Context: an optimization exercise on an open-source flow, tuned for small area. The choices shown serve that exercise and are no tape-out recipe.
Only simulation tests tie the RTL to the original design; equivalence was not proved.
Power figures rest on the tool's default switching activity, not on a simulated workload.

== violet ==
==> flow/design.v <==
module ras #(
	parameter DATA_WIDTH = 64,
	parameter DATA_DEPTH = 4
)(
	input  logic                  rst_ni,
	input  logic                  clk_i,
	input  logic                  bp_flush_i,
	input  logic                  ras_push_i,
	input  logic                  ras_pop_i,
	input  logic [DATA_WIDTH-1:0] ras_data_i,
	output logic                  ras_data_vld_o,
	output logic [DATA_WIDTH-1:0] ras_data_o
);
  logic [DATA_DEPTH-1:0] [DATA_WIDTH-1:0] data_d, data_q;
  logic [DATA_DEPTH-1:0] data_vld_d, data_vld_q;
  assign ras_data_vld_o = data_vld_q[0];
  assign ras_data_o     = data_q[0];
  logic sel_push, sel_pop, sel_hold, sel_in;
  assign sel_push = ras_push_i & ~ras_pop_i;    
  assign sel_pop  = ras_pop_i  & ~ras_push_i;   
  assign sel_hold = ~(sel_push | sel_pop);      
  assign sel_in   = ras_push_i;                 
  ras_sel3 #(.W(DATA_WIDTH)) u_sel_top (
    .sa(sel_in),  .a(ras_data_i),
    .sb(sel_pop), .b(data_q[1]),
    .sc(~ras_push_i & ~ras_pop_i), .c(data_q[0]),
    .y(data_d[0])
  );
  for (genvar i = 1; i < DATA_DEPTH-1; i++) begin : g_mid
    ras_sel3 #(.W(DATA_WIDTH)) u_sel (
      .sa(sel_push), .a(data_q[i-1]),
      .sb(sel_pop),  .b(data_q[i+1]),
      .sc(sel_hold), .c(data_q[i]),
      .y(data_d[i])
    );
  end
  assign data_d[DATA_DEPTH-1] = sel_push ? data_q[DATA_DEPTH-2] : data_q[DATA_DEPTH-1];
  always_comb begin
    data_vld_d = data_vld_q;
    if (bp_flush_i) begin
      data_vld_d = '0;
    end else if (ras_push_i && ras_pop_i) begin
      data_vld_d[0] = 1'b1;
    end else if (ras_push_i) begin
      data_vld_d = {data_vld_q[DATA_DEPTH-2:0], 1'b1};
    end else if (ras_pop_i) begin
      data_vld_d = {1'b0, data_vld_q[DATA_DEPTH-1:1]};
    end
  end
  always_ff @(posedge clk_i) begin
    data_q <= data_d;
  end
  always_ff @(posedge clk_i or negedge rst_ni) begin
    if (~rst_ni) data_vld_q <= '0;
    else         data_vld_q <= data_vld_d;
  end
endmodule
module ras_sel3 #(
	parameter W = 64
)(
	input  logic         sa,
	input  logic [W-1:0] a,
	input  logic         sb,
	input  logic [W-1:0] b,
	input  logic         sc,
	input  logic [W-1:0] c,
	output logic [W-1:0] y
);
  assign y = ({W{sa}} & a) | ({W{sb}} & b) | ({W{sc}} & c);
endmodule
export LEC_CHECK = 0
export CAP_MARGIN = 20
export CORE_MARGIN = 2
export CORE_UTILIZATION = 70
export SLEW_MARGIN = 20
export SYNTH_HIERARCHICAL = 1
export SYNTH_MINIMUM_KEEP_SIZE = 0
create_clock -name core_clock -period 4.0 [get_ports {clk_i}]
standard.sh (not shown) runs the stock make flow with config.mk's settings and CLKGATE_MAP_FILE= SYNTH_SCRIPT=/design/flow/synth_recipe.tcl, a recipe that flattens the netlist after the stock synthesis.
==> flow/flow/run.sh <==
#!/bin/bash
# Standard ORFS layout, with the smallest buffer on the ports and a clock tree
# of larger clusters and no dummy loads.
set -euo pipefail
bash standard.sh \
  BUFFER_PORTS_ARGS="-buffer_cell sky130_fd_sc_hd__buf_1" \
  CTS_ARGS="-sink_clustering_enable -repair_clock_nets -sink_clustering_size 20 -sink_clustering_max_diameter 200 -buf_list sky130_fd_sc_hd__clkbuf_8 -dont_use_dummy_load" \
  finish > standard.log 2>&1
violet finished all stages; the layout is clean.
Modified inputs, pepper compared to violet
Settings: a change of SLEW_MARGIN from 20 to 0; a change of CORE_UTILIZATION from 70 to 40; a change of CAP_MARGIN from 20 to 0; an added GPL_TIMING_DRIVEN of 0.
## What came out
- Summary of pepper over violet: final routed wirelength across all metal layers climbed about 23%, clock transition at the registers of the reported paths barely changed.
- Combinational logic power ends up lower on violet.
- On via count, pepper does worse than violet.
- pepper vs. violet: top achievable clock speed went up by 12%; total power of the final layout went up by about 4%.
- From violet to pepper the numbers moved as follows: clock latency reported for the late side of the worst-skew pair has increased, share of total power in combinational logic has increased.
> inputs changed (pepper -> umber)
Settings: clearing GPL_TIMING_DRIVEN, which used to be 0; swapping 0 for 20 in SLEW_MARGIN; swapping 0 for 20 in CAP_MARGIN.
[summary]
Of umber and pepper, it is umber that has the lower buffer share of cell area.
Compared with pepper, in umber clock skew increased 0.0061 ns; time the worst path needs with I/O delays and setup increased 0.088 ns; area growth from synthesis to layout decreased 9.8 points; total power decreased 190 µW.
Modified inputs, zinc compared to umber
Settings: a change of SLEW_MARGIN from 20 to 0; a change of CAP_MARGIN from 20 to 0.
--- outcome ---
- As far as area of the die is concerned, zinc and umber perform about the same.
- Re summed negative setup slack over all endpoints: no difference whatsoever between zinc and umber.
- From umber to zinc the numbers moved as follows: wire length level, total power level.
- End-of-flow core utilization: zinc vs umber identical
- As far as number of I/O port buffers goes, umber and zinc are indistinguishable; the numbers are identical.
- Reported for zinc and umber, synthesized cell count turned out identical to the last digit.
- Status: tightest hold margin parity (umber, zinc)
- Re TritonCTS sink count: no difference whatsoever between umber and zinc.
Input-level comparison between quartz and zinc:
Settings: changing CAP_MARGIN from 0 to 20; changing SLEW_MARGIN from 0 to 20.
==> flow/flow/run.sh <==
#!/bin/bash
# Standard ORFS layout, with the smallest buffer on the ports, a clock tree
# of larger clusters and no dummy loads, and no large buffers after synthesis.
set -euo pipefail
PLATFORM_DONT_USE="$(make -s -C "$FLOW_HOME" DESIGN_CONFIG="$PWD/config.mk" WORK_HOME="$PWD/orfs" print-DONT_USE_CELLS | sed -n 's/^DONT_USE_CELLS: //p')"
EXTRA_DONT_USE="sky130_fd_sc_hd__buf_8 sky130_fd_sc_hd__buf_12 sky130_fd_sc_hd__buf_16 sky130_fd_sc_hd__bufbuf_8 sky130_fd_sc_hd__bufbuf_16 sky130_fd_sc_hd__inv_8 sky130_fd_sc_hd__inv_12 sky130_fd_sc_hd__inv_16 sky130_fd_sc_hd__ha_2 sky130_fd_sc_hd__ha_4 sky130_fd_sc_hd__bufinv_8 sky130_fd_sc_hd__bufinv_16"
bash standard.sh synth > synth.log 2>&1
bash standard.sh \
  DONT_USE_CELLS="$PLATFORM_DONT_USE $EXTRA_DONT_USE" \
  BUFFER_PORTS_ARGS="-buffer_cell sky130_fd_sc_hd__buf_1" \
  CTS_ARGS="-sink_clustering_enable -repair_clock_nets -sink_clustering_size 20 -sink_clustering_max_diameter 200 -buf_list sky130_fd_sc_hd__clkbuf_8 -dont_use_dummy_load" \
  finish > standard.log 2>&1
### Flow results
- Placed cell count (quartz vs. zinc) increases slightly
- Having completed the whole flow, quartz delivered a layout that passed the timing, DRC and antenna checks.
- zinc → quartz: amount of wire on met3 after detailed routing lower; worst slew margin relative to its limit went up; final critical-path share of the clock period moved down; switching share of power lower.
- Max highest net fanout along the worst path across quartz and zinc: zinc
- zinc → quartz: part of the power in combinational logic held steady; hold slack shrank by 0.0090 ns; fmax grew by about 10%; post-layout worst setup margin grew by 0.20 ns; clock slew seen by the registers of the worst setup and hold paths held steady.

========
Another version of the RTL of ras (not shown whole).
Size: about 260 flip-flops, roughly 130 I/O pins, about 9700 sq um of cells after synthesis.
export LEC_CHECK = 0
export CAP_MARGIN = 20
export CORE_MARGIN = 2
export CORE_UTILIZATION = 75
export SLEW_MARGIN = 20
export SYNTH_HIERARCHICAL = 1
export SYNTH_MINIMUM_KEEP_SIZE = 0
create_clock -name core_clock -period 4.0 [get_ports {clk_i}]
==> flow/flow/run.sh <==
#!/bin/bash
# Standard ORFS layout, with the smallest buffer on the ports and a clock tree
# of larger clusters and no dummy loads.
set -euo pipefail
bash standard.sh \
  BUFFER_PORTS_ARGS="-buffer_cell sky130_fd_sc_hd__buf_1" \
  CTS_ARGS="-sink_clustering_enable -repair_clock_nets -sink_clustering_size 20 -sink_clustering_max_diameter 200 -buf_list sky130_fd_sc_hd__clkbuf_8 -dont_use_dummy_load" \
  finish > standard.log 2>&1
Edit:
CORE_UTILIZATION = 40   (was 75)
After rerunning:
- The new run went through all stages and came out clean
- clock power stays flat
- clock-buffer cell count does not change
- power is about the same
- area after synthesis stays the same
- wire length went up by 1.9%
- flip-flop and latch count does not change
Edit:
CORE_UTILIZATION = 55   (was 40)
What happened:
- design area drops by 1.5%
- via count rose by 2.3%
- total power hardly moves

========
ras, a different RTL version from the one above (not shown whole).
Size: about 870 cells after synthesis, ~260 flip-flops, ~9700 um2 of cells after synthesis.
## ras
module ras #(
	parameter DATA_WIDTH = 64,
	parameter DATA_DEPTH = 4
)(
	input  logic                  rst_ni,
	input  logic                  clk_i,
	input  logic                  bp_flush_i,
	input  logic                  ras_push_i,
	input  logic                  ras_pop_i,
	input  logic [DATA_WIDTH-1:0] ras_data_i,
	output logic                  ras_data_vld_o,
	output logic [DATA_WIDTH-1:0] ras_data_o
);
export LEC_CHECK = 0
export CAP_MARGIN = 20
export CORE_MARGIN = 2
export CORE_UTILIZATION = 55
export SLEW_MARGIN = 20
export SYNTH_HIERARCHICAL = 1
export SYNTH_MINIMUM_KEEP_SIZE = 0
create_clock -name core_clock -period 4.0 [get_ports {clk_i}]
==> flow/flow/run.sh <==
#!/bin/bash
# Standard ORFS layout, with the smallest buffer on the ports, the select
# nets' fanout trees rebuilt from small buffers before repair_design, and a
# clock tree of larger clusters and no dummy loads.
set -euo pipefail
bash standard.sh \
  BUFFER_PORTS_ARGS="-buffer_cell sky130_fd_sc_hd__buf_1" \
  PRE_RESIZE_TCL="$PWD/flow/pre_resize.tcl" \
  CTS_ARGS="-sink_clustering_enable -repair_clock_nets -sink_clustering_size 20 -sink_clustering_max_diameter 200 -buf_list sky130_fd_sc_hd__clkbuf_8 -dont_use_dummy_load" \
  finish > standard.log 2>&1
==> flow/flow/pre_resize.tcl <==
# Before repair_design: rebuild the select nets' fanout trees from small
# buffers and shrink their drivers back.
source [file join [file dirname [info script]] fanout.tcl]
my_rebuffer 100 sky130_fd_sc_hd__buf_4 24
my_downsize
Other scripts of this flow, unchanged in this note and not shown: flow/flow/fanout.tcl
The baseline passed the timing, DRC and antenna checks.
Rerun with:
--- a/flow/flow/pre_resize.tcl
+++ b/flow/flow/pre_resize.tcl
@@ -2 +2 @@
-# buffers and shrink their drivers back.
+# buffers.
@@ -5 +4,0 @@
-my_downsize
Setup slack gains 0.19 ns.
Non-clock buffer count is unchanged.
Core utilization grows by 0.17 points.
Final area grows by 0.31%.
Total power is about the same.
Register-to-register slack hardly moves.
Die area is unchanged.
Count of clock-buffer cells in the layout stays the same.
Clock skew grows by 0.0061 ns.

========
Another version of the RTL of ras (not shown whole).
For scale: roughly 130 I/O pins, ~9700 µm² of cells after synthesis.
==> flow/config.mk <==
export PLATFORM = sky130hd
export DESIGN_NAME = ras
export DESIGN_NICKNAME = ras
export VERILOG_FILES = /design/flow/design.v
export SDC_FILE = /design/flow/constraint.sdc
export NUM_CORES = 4
export LEC_CHECK = 0
export CAP_MARGIN = 20
export CORE_MARGIN = 2
export CORE_UTILIZATION = 62
export SLEW_MARGIN = 20
export SYNTH_HIERARCHICAL = 1
export SYNTH_MINIMUM_KEEP_SIZE = 0
==> flow/constraint.sdc <==
create_clock -name core_clock -period 4.0 [get_ports {clk_i}]
set_input_delay 0.8000 -clock core_clock [delete_from_list [all_inputs] [get_ports {clk_i}]]
set_output_delay 0.8000 -clock core_clock [all_outputs]
set_load 0.01 [all_outputs]
Scripts as last shown in full above: flow/flow/run.sh
Other scripts of this flow, unchanged in this note and not shown: flow/flow/fanout.tcl, flow/flow/pre_resize.tcl
Edit:
Settings changed: CORE_UTILIZATION 62 to 48.
=> The changed run ran to the end with no violations; clock-buffer cell count stays the same; via count falls by 2.4%; cell count rises by about 5.4%; wire length rises by 1.2%; synthesized cell count does not change; die area rises by about 28%; sequential share of layout area falls by 0.41 points; clock power hardly moves; critical path depth rises by 1.

========
## rev 12
Another version of the RTL of ras (not shown whole).
For scale: about 260 flip-flops, about 130 I/O pins.
Settings: LEC_CHECK=0, CAP_MARGIN=20, CORE_MARGIN=2, CORE_UTILIZATION=40, SLEW_MARGIN=20; clock period 4.0 ns.
run.sh (not shown) runs the stock make flow with config.mk's settings and CLKGATE_MAP_FILE= SYNTH_SCRIPT=/design/flow/synth_recipe.tcl, a recipe that flattens the netlist after the stock synthesis.
Stock flow here: none of the scripts above is used.
Rev 12 completed end to end with timing, DRC and antenna clean.
#### Input delta (rev 13 over rev 12)
diff --git a/flow/config.mk b/flow/config.mk
--- a/flow/config.mk
+++ b/flow/config.mk
@@ -10,2 +10,4 @@
 export CORE_UTILIZATION = 40
+export CTS_BUF_LIST = sky130_fd_sc_hd__clkbuf_4
+export CTS_CLUSTER_SIZE = 20
 export SLEW_MARGIN = 20
[summary]
Rev 12 → rev 13: total power fell by 2.7%; worst setup slack after layout fell by 0.042 ns; portion of the layout cell area used by non-clock buffers stayed essentially flat. Rev 12 and rev 13 ended up with roughly the same weighted congestion reported at the end of routability-driven placement. Rev 12 → rev 13: highest achievable clock rate went down by about 1.8%; cell area after layout now sits at about the same level; cell count along the critical path fell 4. Diff rev 12..rev 13 | sequential cell count | unchanged.

-- what the ideal ports hide --
In the flow no input, the clock included, has a driving cell. The finished layouts below were timed again as built, in two steps. Step 1 assumes that a clkbuf_16 drives the clock port and a buf_2 every other input. Step 2 adds t to the input delays and takes it off the output delays; t is the mean of the earliest and latest rising clock arrival at the registers after step 1. Input paths then give back, and output paths get back, about the clock's delay inside the block. Three values: ideal ports, drivers, drivers and shift; two values: the first two.
| run | shift t [ns] | slack for setup (ns) | worst register clock-pin slew, ns | worst slew at a driven data input, ns |
|---|---|---|---|---|
| violet | 0.533 | 1.527 / 1.542 / 1.009 | 0.12 / 0.12 | 0.06 |
| pepper | 0.553 | 1.785 / 1.804 / 1.251 | 0.12 / 0.12 | 0.04 |
| umber | 0.544 | 1.697 / 1.712 / 1.168 | 0.12 / 0.12 | 0.04 |
| zinc | 0.544 | 1.697 / 1.712 / 1.168 | 0.12 / 0.12 | 0.04 |
| quartz | 0.540 | 1.898 / 1.915 / 1.375 | 0.12 / 0.12 | 0.05 |
| the first run of note 2 | 0.525 | 1.624 / 1.637 / 1.112 | 0.12 / 0.12 | 0.07 |
| the second run of note 2 | 0.548 | 1.688 / 1.704 / 1.156 | 0.12 / 0.12 | 0.05 |
| the third run of note 2 | 0.531 | 2.056 / 2.052 / 1.539 | 0.12 / 0.12 | 0.06 |
| the first run of note 3 | 0.535 | 0.762 / 0.776 / 0.241 | 0.12 / 0.12 | 0.05 |
| the second run of note 3 | 0.538 | 0.947 / 0.958 / 0.420 | 0.12 / 0.12 | 0.05 |
| the first run of note 4 | 0.530 | 0.653 / 0.659 / 0.130 | 0.12 / 0.12 | 0.05 |
| the second run of note 4 | 0.536 | 0.667 / 0.682 / 0.146 | 0.12 / 0.12 | 0.04 |
| rev 12 | 0.558 | 1.621 / 1.627 / 1.069 | 0.06 / 0.06 | 0.07 |
| rev 13 | 0.660 | 1.578 / 1.537 / 1.048 | 0.08 / 0.08 | 0.07 |
After both steps every run listed still meets setup and hold. For rev 12, which loses most, drivers alone change the setup slack by +0.006 ns; drivers and shift together by -0.552 ns.
